From an optimization exercise on the open Yosys and OpenROAD flow, aimed at small area, a short achievable clock period and few clock cycles per item; shortcuts taken in it are not production practice. At most, simulation tests tie the RTL to the original design; equivalence was not proved. Power is estimated from default activity; no workload was simulated.

Design cache_controller, start of the top module:
module cache_controller (
    input clock,
    input reset,
    input read,
    input write,
    input [7:0] address,
    input [7:0] writedata,
    input mem_BUSY,
    input [31:0] mem_readdata,
    output reg [7:0] readdata,
    output reg mem_read, mem_write,
    output reg BUSY,
    output reg [5:0] mem_address,
    output reg [31:0] mem_writedata
);
Size in the first run: about 750 cells after synthesis, ~350 flip-flops, ~100 I/O pins, ~0.014 mm2 of cells after synthesis.
==> module cache_controller, before the edit <==
module cache_controller (
    input clock,
    input reset,
    input read,
    input write,
    input [7:0] address,
    input [7:0] writedata,
    input mem_BUSY,
    input [31:0] mem_readdata,
    output reg [7:0] readdata,
    output reg mem_read, mem_write,
    output reg BUSY,
    output reg [5:0] mem_address,
    output reg [31:0] mem_writedata
);
    reg        cache_VALID [7:0];
    reg        cache_DIRTY [7:0];
    reg [2:0]  cache_TAG   [7:0];
    reg [31:0] cache_DATA  [7:0];
    integer i;
    wire [2:0] idx = address[4:2];
    wire       req = read | write;
    wire        VALID = cache_VALID[idx];
    wire        DIRTY = cache_DIRTY[idx];
    wire [2:0]  TAG   = cache_TAG[idx];
    wire [31:0] DATA  = cache_DATA[idx];
    wire        HIT   = VALID && (TAG == address[7:5]);
    reg done;
    wire idle = !(mem_read | mem_write | done);
    wire [2:0] lidx = mem_address[2:0];
    wire [31:0] cache_byte_src = DATA;
    reg  [7:0]  cache_byte, mem_byte;
    always @(*) begin
        case (address[1:0])
            2'd0: begin cache_byte = DATA[7:0];   mem_byte = mem_readdata[7:0];   end
            2'd1: begin cache_byte = DATA[15:8];  mem_byte = mem_readdata[15:8];  end
            2'd2: begin cache_byte = DATA[23:16]; mem_byte = mem_readdata[23:16]; end
            default: begin cache_byte = DATA[31:24]; mem_byte = mem_readdata[31:24]; end
        endcase
    end
    wire miss_clean = idle && req && !HIT && !(VALID && DIRTY);
    wire miss_dirty = idle && req && !HIT && VALID && DIRTY;
    always @(posedge clock or posedge reset) begin
        if (reset) begin
            mem_read  <= 1'b0;
            mem_write <= 1'b0;
            done      <= 1'b0;
        end else begin
            mem_read  <= miss_clean | (mem_write & !mem_BUSY) | (mem_read & mem_BUSY);
            mem_write <= miss_dirty | (mem_write & mem_BUSY);
            done      <= (idle & req & HIT) | (mem_read & !mem_BUSY);
        end
    end
    always @(posedge clock) begin
        BUSY <= mem_read ? mem_BUSY : !(idle & HIT);
        readdata <= mem_read ? mem_byte : cache_byte;
        mem_writedata <= DATA;
        mem_address[2:0] <= idx;
        mem_address[5:3] <= ((idle & VALID & DIRTY) | (mem_write & mem_BUSY)) ? TAG : address[7:5];
    end
    always @(posedge clock) begin
        if (reset) begin
            for (i = 0; i < 8; i = i + 1) begin
                cache_VALID[i] <= 1'b0;
                cache_DIRTY[i] <= 1'b0;
            end
        end else if (mem_read) begin
            cache_VALID[lidx] <= 1'b1;
            cache_DIRTY[lidx] <= 1'b0;
            cache_TAG[lidx]   <= address[7:5];
        end else if (done && write) begin
            cache_DIRTY[lidx] <= 1'b1;
        end
    end
    always @(posedge clock) begin
        if (mem_read) begin
            cache_DATA[lidx] <= mem_readdata;
        end else if (done && write) begin
            case (address[1:0])
                2'd0: cache_DATA[lidx][7:0]   <= writedata;
                2'd1: cache_DATA[lidx][15:8]  <= writedata;
                2'd2: cache_DATA[lidx][23:16] <= writedata;
                default: cache_DATA[lidx][31:24] <= writedata;
            endcase
        end
    end
endmodule
export LEC_CHECK = 0
export CAP_MARGIN = 20
export CORE_MARGIN = 2
export CORE_UTILIZATION = 40
export PLACE_DENSITY = 0.6
export SETUP_SLACK_MARGIN = 3.5
export SLEW_MARGIN = 20
create_clock -name core_clock -period 6.0 [get_ports {clock}]
run.sh (not shown) runs the stock make flow with config.mk's settings and CLKGATE_MAP_FILE= SYNTH_SCRIPT=/design/flow/synth_recipe.tcl, a recipe that flattens the netlist after the stock synthesis.
Testbench counts at the start, summed over its fixed seeds: cycles 16,144, requests 4,800.
Edit:
==> flow/design.v (replaced) <==
`timescale 1ns/100ps
module cache_controller (
    input clock,
    input reset,
    input read,
    input write,
    input [7:0] address,
    input [7:0] writedata,
    input mem_BUSY,
    input [31:0] mem_readdata,
    output [7:0] readdata,
    output reg mem_read, mem_write,
    output reg BUSY,
    output reg [5:0] mem_address,
    output [31:0] mem_writedata
);
    reg        cache_VALID [7:0];
    reg        cache_DIRTY [7:0];
    reg [2:0]  cache_TAG   [7:0];
    reg [31:0] cache_DATA  [7:0];
    integer i;
    wire [2:0] idx = address[4:2];
    wire       req = read | write;
    wire       VALID = cache_VALID[idx];
    wire       DIRTY = cache_DIRTY[idx];
    wire [2:0] TAG   = cache_TAG[idx];
    wire       HIT   = VALID && (TAG == address[7:5]);
    reg done;
    wire idle = !(mem_read | mem_write | done);
    wire [2:0] lidx = mem_address[2:0];
    reg  [1:0] bsel;
    wire [31:0] LINE = cache_DATA[lidx];
    assign mem_writedata = LINE;
    assign readdata = (bsel == 2'd0) ? LINE[7:0] :
                      (bsel == 2'd1) ? LINE[15:8] :
                      (bsel == 2'd2) ? LINE[23:16] : LINE[31:24];
    wire miss_clean = idle && req && !HIT && !(VALID && DIRTY);
    wire miss_dirty = idle && req && !HIT && VALID && DIRTY;
    always @(posedge clock or posedge reset) begin
        if (reset) begin
            mem_read  <= 1'b0;
            mem_write <= 1'b0;
            done      <= 1'b0;
        end else begin
            mem_read  <= miss_clean | (mem_write & !mem_BUSY) | (mem_read & mem_BUSY);
            mem_write <= miss_dirty | (mem_write & mem_BUSY);
            done      <= (idle & req & HIT) | (mem_read & !mem_BUSY);
        end
    end
    always @(posedge clock) begin
        BUSY <= mem_read ? mem_BUSY : !(idle & HIT);
        bsel <= address[1:0];
        mem_address[2:0] <= idx;
        mem_address[5:3] <= ((idle & VALID & DIRTY) | (mem_write & mem_BUSY)) ? TAG : address[7:5];
    end
    always @(posedge clock) begin
        if (reset) begin
            for (i = 0; i < 8; i = i + 1) begin
                cache_VALID[i] <= 1'b0;
                cache_DIRTY[i] <= 1'b0;
            end
        end else if (mem_read) begin
            cache_VALID[lidx] <= 1'b1;
            cache_DIRTY[lidx] <= 1'b0;
            cache_TAG[lidx]   <= address[7:5];
        end else if (done && write) begin
            cache_DIRTY[lidx] <= 1'b1;
        end
    end
    always @(posedge clock) begin
        if (mem_read) begin
            cache_DATA[lidx] <= mem_readdata;
        end else if (done && write) begin
            case (bsel)
                2'd0: cache_DATA[lidx][7:0]   <= writedata;
                2'd1: cache_DATA[lidx][15:8]  <= writedata;
                2'd2: cache_DATA[lidx][23:16] <= writedata;
                default: cache_DATA[lidx][31:24] <= writedata;
            endcase
        end
    end
endmodule
Result:
- The new run completed with no timing, DRC or antenna violations
- clock-buffer cell count fell by 13
- die area falls by a little under a tenth
- utilization climbs by 7.4 points
- clock power is lower by a few percent
- worst setup slack degrades by 1.3 ns
- non-clock buffer count went up by 118
- final area grows by a few percent
- worst hold slack got worse by 0.044 ns
- first-iteration DRC count went up by well over a third
- wire length went up by a quarter to a third
- register-to-register slack gets worse by 0.40 ns
- clock skew stays flat
Only the layout flow was run in the second run of this note; the RTL was not checked for function there.

---

Setup of trial 52:
cache_controller, a different RTL version from the one above (not shown whole).
Size: roughly 820 cells after synthesis, ~350 flip-flops.
==> module cache_controller, before the edit <==
module cache_controller (
    input clock,
    input reset,
    input read,
    input write,
    input [7:0] address,
    input [7:0] writedata,
    input mem_BUSY,
    input [31:0] mem_readdata,
    output reg [7:0] readdata,
    output reg mem_read, mem_write,
    output reg BUSY,
    output reg [5:0] mem_address,
    output reg [31:0] mem_writedata
);
    reg        cache_VALID [7:0];
    reg        cache_DIRTY [7:0];
    reg [2:0]  cache_TAG   [7:0];
    reg [31:0] cache_DATA  [7:0];
    integer i;
    wire [2:0] idx = address[4:2];
    wire       req = read | write;
    wire [3:0] byte_oh = 4'd1 << address[1:0];
    wire [8*5-1:0] ctl_lines;
    wire [8*8-1:0] data_lines [0:3];
    genvar g, h;
    generate
        for (g = 0; g < 8; g = g + 1) begin : g_line
            assign ctl_lines[5*g +: 5] = {cache_VALID[g], cache_DIRTY[g], cache_TAG[g]};
            for (h = 0; h < 4; h = h + 1) begin : g_lane
                assign data_lines[h][8*g +: 8] = cache_DATA[g][8*h +: 8];
            end
        end
    endgenerate
    wire        VALID, DIRTY;
    wire [2:0]  TAG;
    wire [31:0] DATA;
    cache_lsel #(.W(5)) u_ctl (.idx(idx), .in(ctl_lines), .out({VALID, DIRTY, TAG}));
    generate
        for (h = 0; h < 4; h = h + 1) begin : g_lsel
            cache_lsel #(.W(8)) u_lane (.idx(idx), .in(data_lines[h]), .out(DATA[8*h +: 8]));
        end
    endgenerate
    wire        HIT   = VALID && (TAG == address[7:5]);
    reg st_rd, st_wb, done;
    wire idle = !(st_rd | st_wb | done);
    reg  [2:0] lidx;
    reg  [1:0] bsel;
    reg        wbyte;
    wire [7:0] rbyte;
    cache_sel #(.N(8), .W(8)) u_rbyte (.sel({byte_oh & {4{st_rd}}, byte_oh & {4{!st_rd}}}),
                                       .in({mem_readdata, DATA}), .out(rbyte));
    wire miss_clean = idle && req && !HIT && !DIRTY;
    wire miss_dirty = idle && req && !HIT && DIRTY;
    wire rd_next = miss_clean | (st_wb & !mem_BUSY) | (st_rd & mem_BUSY);
    wire wb_next = miss_dirty | (st_wb & mem_BUSY);
    always @(posedge clock or posedge reset) begin
        if (reset) begin
            st_rd <= 1'b0;
            st_wb <= 1'b0;
            done  <= 1'b0;
        end else begin
            st_rd <= rd_next;
            st_wb <= wb_next;
            done  <= (idle & req & HIT) | (st_rd & !mem_BUSY);
        end
    end
    always @(posedge clock) begin
        mem_read  <= !reset & rd_next;
        mem_write <= !reset & wb_next;
    end
    always @(posedge clock) begin
        BUSY <= st_rd ? mem_BUSY : !(idle & HIT);
        readdata <= rbyte;
        mem_writedata <= DATA;
        lidx <= idx;
        bsel <= address[1:0];
        wbyte <= write & ((idle & req & HIT) | (st_rd & !mem_BUSY));
        mem_address[2:0] <= idx;
        mem_address[5:3] <= ((idle & DIRTY) | (st_wb & mem_BUSY)) ? TAG : address[7:5];
    end
    always @(posedge clock) begin
        if (reset) begin
            for (i = 0; i < 8; i = i + 1) begin
                cache_VALID[i] <= 1'b0;
                cache_DIRTY[i] <= 1'b0;
            end
        end else if (st_rd) begin
            cache_VALID[lidx] <= 1'b1;
            cache_DIRTY[lidx] <= 1'b0;
            cache_TAG[lidx]   <= address[7:5];
        end else if (wbyte) begin
            cache_DIRTY[lidx] <= 1'b1;
        end
    end
    always @(posedge clock) begin
        if (st_rd) begin
            cache_DATA[lidx] <= mem_readdata;
        end else if (wbyte) begin
            case (bsel)
                2'd0: cache_DATA[lidx][7:0]   <= writedata;
                2'd1: cache_DATA[lidx][15:8]  <= writedata;
                2'd2: cache_DATA[lidx][23:16] <= writedata;
                default: cache_DATA[lidx][31:24] <= writedata;
            endcase
        end
    end
endmodule
==> module cache_lsel, before the edit <==
module cache_lsel #(parameter W = 8) (
    input  [2:0]     idx,
    input  [8*W-1:0] in,
    output [W-1:0]   out
);
    wire [7:0] oh = 8'd1 << idx;
    cache_sel #(.N(8), .W(W)) u_sel (.sel(oh), .in(in), .out(out));
endmodule
export LEC_CHECK = 0
export CAP_MARGIN = 20
export CORE_MARGIN = 2
export CORE_UTILIZATION = 60
export CTS_BUF_LIST = sky130_fd_sc_hd__clkbuf_8
export CTS_CLUSTER_DIAMETER = 50
export CTS_CLUSTER_SIZE = 15
export PLACE_DENSITY = 0.75
export SETUP_SLACK_MARGIN = 3.65
export SLEW_MARGIN = 20
export SYNTH_HIERARCHICAL = 1
export SYNTH_MINIMUM_KEEP_SIZE = 0
create_clock -name core_clock -period 6.0 [get_ports {clock}]
standard.sh (not shown) runs the stock make flow with config.mk's settings and CLKGATE_MAP_FILE= SYNTH_SCRIPT=/design/flow/synth_recipe.tcl, a recipe that flattens the netlist after the stock synthesis.
==> flow/flow/run.sh <==
#!/bin/bash
# Standard layout, with the ports buffered by the smallest plain buffer instead of
# the delay cell buffer_ports picks by default.
cp standard.sh standard_sh_copy.log
export BUFFER_PORTS_ARGS="-buffer_cell sky130_fd_sc_hd__buf_1"
bash standard.sh > standard.log 2>&1
Testbench counts of trial 52, summed over its fixed seeds: cycles 16,144, requests 4,800.
The following lists how trial 68 was set up differently from trial 52:
diff --git a/flow/design.v b/flow/design.v
--- a/flow/design.v
+++ b/flow/design.v
@@ -19,31 +19,23 @@
     reg [2:0]  cache_TAG   [7:0];
     reg [31:0] cache_DATA  [7:0];
     integer i;
     wire [2:0] idx = address[4:2];
     wire       req = read | write;
+    wire [7:0] line_oh = 8'd1 << idx;
     wire [3:0] byte_oh = 4'd1 << address[1:0];
-    wire [8*5-1:0] ctl_lines;
-    wire [8*8-1:0] data_lines [0:3];
-    genvar g, h;
+    wire [8*37-1:0] lines;
+    genvar g;
     generate
         for (g = 0; g < 8; g = g + 1) begin : g_line
-            assign ctl_lines[5*g +: 5] = {cache_VALID[g], cache_DIRTY[g], cache_TAG[g]};
-            for (h = 0; h < 4; h = h + 1) begin : g_lane
-                assign data_lines[h][8*g +: 8] = cache_DATA[g][8*h +: 8];
-            end
+            assign lines[37*g +: 37] = {cache_VALID[g], cache_DIRTY[g], cache_TAG[g], cache_DATA[g]};
         end
     endgenerate
     wire        VALID, DIRTY;
     wire [2:0]  TAG;
     wire [31:0] DATA;
-    cache_lsel #(.W(5)) u_ctl (.idx(idx), .in(ctl_lines), .out({VALID, DIRTY, TAG}));
-    generate
-        for (h = 0; h < 4; h = h + 1) begin : g_lsel
-            cache_lsel #(.W(8)) u_lane (.idx(idx), .in(data_lines[h]), .out(DATA[8*h +: 8]));
-        end
-    endgenerate
+    cache_sel #(.N(8), .W(37)) u_line (.sel(line_oh), .in(lines), .out({VALID, DIRTY, TAG, DATA}));
     wire        HIT   = VALID && (TAG == address[7:5]);
     reg st_rd, st_wb, done;
     wire idle = !(st_rd | st_wb | done);
     reg  [2:0] lidx;
     reg  [1:0] bsel;
@@ -117,13 +109,5 @@
         out = {W{1'b0}};
         for (k = 0; k < N; k = k + 1)
             out = out | ({W{sel[k]}} & in[W*k +: W]);
     end
 endmodule
-module cache_lsel #(parameter W = 8) (
-    input  [2:0]     idx,
-    input  [8*W-1:0] in,
-    output [W-1:0]   out
-);
-    wire [7:0] oh = 8'd1 << idx;
-    cache_sel #(.N(8), .W(W)) u_sel (.sel(oh), .in(in), .out(out));
-endmodule
Results
- Total power (trial 68 vs. trial 52) decreases slightly
- Comparing trial 68 and trial 52, fraction of area in multi-input gates is lower on trial 68.
- The run showing the greater minimum clock period is trial 68.
- Compared with trial 52, in trial 68 routed length on met1 now sits lower; internal power of the cells -about 2.2%; share of total power consumed by net switching now larger; area overhead of the layout relative to synthesis went up; via count shrank by 72.
- Relative to trial 52, actual transition at the worst max-transition pin has increased by 140 ps in trial 68.
Only the layout flow was run in trial 68; the RTL was not checked for function there.

---

cache_controller, a different RTL version from the one above (not shown whole).
Size: ~710 cells after synthesis, roughly 350 flip-flops, ~100 I/O pins.
==> module cache_controller, before the edit <==
module cache_controller (
    input clock,
    input reset,
    input read,
    input write,
    input [7:0] address,
    input [7:0] writedata,
    input mem_BUSY,
    input [31:0] mem_readdata,
    output reg [7:0] readdata,
    output reg mem_read, mem_write,
    output reg BUSY,
    output reg [5:0] mem_address,
    output reg [31:0] mem_writedata
);
    reg        cache_VALID [7:0];
    reg        cache_DIRTY [7:0];
    reg [2:0]  cache_TAG   [7:0];
    reg [31:0] cache_DATA  [7:0];
    integer i;
    wire [2:0] idx = address[4:2];
    wire       req = read | write;
    wire        VALID = cache_VALID[idx];
    wire        DIRTY = cache_DIRTY[idx];
    wire [2:0]  TAG   = cache_TAG[idx];
    wire [31:0] DATA  = cache_DATA[idx];
    wire        HIT   = VALID && (TAG == address[7:5]);
    reg done;
    wire idle = !(mem_read | mem_write | done);
    wire [2:0] lidx = mem_address[2:0];
    reg  [1:0] bsel;
    reg  [7:0]  cache_byte, mem_byte;
    always @(*) begin
        case (address[1:0])
            2'd0: begin cache_byte = DATA[7:0];   mem_byte = mem_readdata[7:0];   end
            2'd1: begin cache_byte = DATA[15:8];  mem_byte = mem_readdata[15:8];  end
            2'd2: begin cache_byte = DATA[23:16]; mem_byte = mem_readdata[23:16]; end
            default: begin cache_byte = DATA[31:24]; mem_byte = mem_readdata[31:24]; end
        endcase
    end
    wire miss_clean = idle && req && !HIT && !(VALID && DIRTY);
    wire miss_dirty = idle && req && !HIT && VALID && DIRTY;
    always @(posedge clock or posedge reset) begin
        if (reset) begin
            mem_read  <= 1'b0;
            mem_write <= 1'b0;
            done      <= 1'b0;
        end else begin
            mem_read  <= miss_clean | (mem_write & !mem_BUSY) | (mem_read & mem_BUSY);
            mem_write <= miss_dirty | (mem_write & mem_BUSY);
            done      <= (idle & req & HIT) | (mem_read & !mem_BUSY);
        end
    end
    always @(posedge clock) begin
        BUSY <= mem_read ? mem_BUSY : !(idle & HIT);
        readdata <= mem_read ? mem_byte : cache_byte;
        mem_writedata <= DATA;
        bsel <= address[1:0];
        mem_address[2:0] <= idx;
        mem_address[5:3] <= ((idle & VALID & DIRTY) | (mem_write & mem_BUSY)) ? TAG : address[7:5];
    end
    always @(posedge clock) begin
        if (reset) begin
            for (i = 0; i < 8; i = i + 1) begin
                cache_VALID[i] <= 1'b0;
                cache_DIRTY[i] <= 1'b0;
            end
        end else if (mem_read) begin
            cache_VALID[lidx] <= 1'b1;
            cache_DIRTY[lidx] <= 1'b0;
            cache_TAG[lidx]   <= address[7:5];
        end else if (done && write) begin
            cache_DIRTY[lidx] <= 1'b1;
        end
    end
    always @(posedge clock) begin
        if (mem_read) begin
            cache_DATA[lidx] <= mem_readdata;
        end else if (done && write) begin
            case (bsel)
                2'd0: cache_DATA[lidx][7:0]   <= writedata;
                2'd1: cache_DATA[lidx][15:8]  <= writedata;
                2'd2: cache_DATA[lidx][23:16] <= writedata;
                default: cache_DATA[lidx][31:24] <= writedata;
            endcase
        end
    end
endmodule
clock: 6.0 ns
lec_check: 0
cap_margin: 20
core_margin: 2
core_utilization: 60
cts_buf_list: sky130_fd_sc_hd__clkbuf_8
cts_cluster_diameter: 50
cts_cluster_size: 15
place_density: 0.75
setup_slack_margin: 3.5
slew_margin: 20
==> flow/flow/run.sh <==
#!/bin/bash
# Standard layout, with the ports buffered by a small plain buffer instead of
# the delay cell buffer_ports picks by default.
cp standard.sh standard_sh_copy.log
export BUFFER_PORTS_ARGS="-buffer_cell sky130_fd_sc_hd__buf_2"
bash standard.sh > standard.log 2>&1
Testbench counts at the start, summed over its fixed seeds: cycles 16,144, requests 4,800.
Next try:
--- a/flow/design.v
+++ b/flow/design.v
@@ -27,12 +27,13 @@
     wire [31:0] DATA  = cache_DATA[idx];
     wire        HIT   = VALID && (TAG == address[7:5]);
     reg done;
     wire idle = !(mem_read | mem_write | done);
     wire [2:0] lidx = mem_address[2:0];
     reg  [1:0] bsel;
+    reg        wr;
     reg  [7:0]  cache_byte, mem_byte;
     always @(*) begin
         case (address[1:0])
             2'd0: begin cache_byte = DATA[7:0];   mem_byte = mem_readdata[7:0];   end
             2'd1: begin cache_byte = DATA[15:8];  mem_byte = mem_readdata[15:8];  end
             2'd2: begin cache_byte = DATA[23:16]; mem_byte = mem_readdata[23:16]; end
@@ -54,12 +55,13 @@
     end
     always @(posedge clock) begin
         BUSY <= mem_read ? mem_BUSY : !(idle & HIT);
         readdata <= mem_read ? mem_byte : cache_byte;
         mem_writedata <= DATA;
         bsel <= address[1:0];
+        wr <= write;
         mem_address[2:0] <= idx;
         mem_address[5:3] <= ((idle & VALID & DIRTY) | (mem_write & mem_BUSY)) ? TAG : address[7:5];
     end
     always @(posedge clock) begin
         if (reset) begin
             for (i = 0; i < 8; i = i + 1) begin
@@ -67,20 +69,20 @@
                 cache_DIRTY[i] <= 1'b0;
             end
         end else if (mem_read) begin
             cache_VALID[lidx] <= 1'b1;
             cache_DIRTY[lidx] <= 1'b0;
             cache_TAG[lidx]   <= address[7:5];
-        end else if (done && write) begin
+        end else if (done && wr) begin
             cache_DIRTY[lidx] <= 1'b1;
         end
     end
     always @(posedge clock) begin
         if (mem_read) begin
             cache_DATA[lidx] <= mem_readdata;
-        end else if (done && write) begin
+        end else if (done && wr) begin
             case (bsel)
                 2'd0: cache_DATA[lidx][7:0]   <= writedata;
                 2'd1: cache_DATA[lidx][15:8]  <= writedata;
                 2'd2: cache_DATA[lidx][23:16] <= writedata;
                 default: cache_DATA[lidx][31:24] <= writedata;
             endcase
Hold slack gains 10 ps.
Power climbs by about 2.2%.
Register-to-register slack loses 120 ps.
Die area drops by 0.66%.
Via count drops by about 0.7%.
Core utilization drops by 0.30 points.
Synthesized cell count drops by about 1.4%.
Maximum frequency barely changes.
Sequential share of layout area climbs by 0.83 points.
Setup slack loses 7.0 ps.
Testbench counts after the change, summed over its fixed seeds: cycles 16,144, requests 4,800.

[afterwards: timing with drivers on the ports]
The results above use ideal ports. As a check the final layouts listed here were re-extracted and re-timed, cells and wires unchanged. Step 1 sets driving cells, clkbuf_16 on the clock port and buf_2 on the other inputs (assumed; they add their load-dependent delay and slew). Step 2 times the ports against the registers' clock, not the clock port: input delays grow and output delays shrink by t, the midpoint of the rising clock arrivals with the driver on. a / b / c = ideal / step 1 / step 2; a / b = the first two.
run	t (ns)	setup slack, ns	worst setup path after step 2	latest minus earliest clock arrival (ns)	slew at the worst register clock pin (ns)
the first run of note 1	0.562	3.491 / 3.494 / 2.932	input to register	0.027 / 0.026	0.06 / 0.06
the second run of note 1	0.567	2.198 / 2.146 / 2.713	register to output	0.029 / 0.029	0.06 / 0.06
trial 52	0.644	3.657 / 3.618 / 3.018	input to register	0.024 / 0.024	0.10 / 0.10
trial 68	0.630	3.549 / 3.522 / 2.892	input to register	0.027 / 0.026	0.10 / 0.10
the first run of note 3	0.625	3.507 / 3.252 / 2.627	input to register	0.024 / 0.024	0.10 / 0.10
the second run of note 3	0.627	3.500 / 3.341 / 2.715	input to register	0.023 / 0.023	0.11 / 0.11
After both steps setup and hold are still met in every run listed. The setup slack of the first run of note 3, which loses most, moves by -0.255 ns with the drivers and by -0.880 ns with both steps.
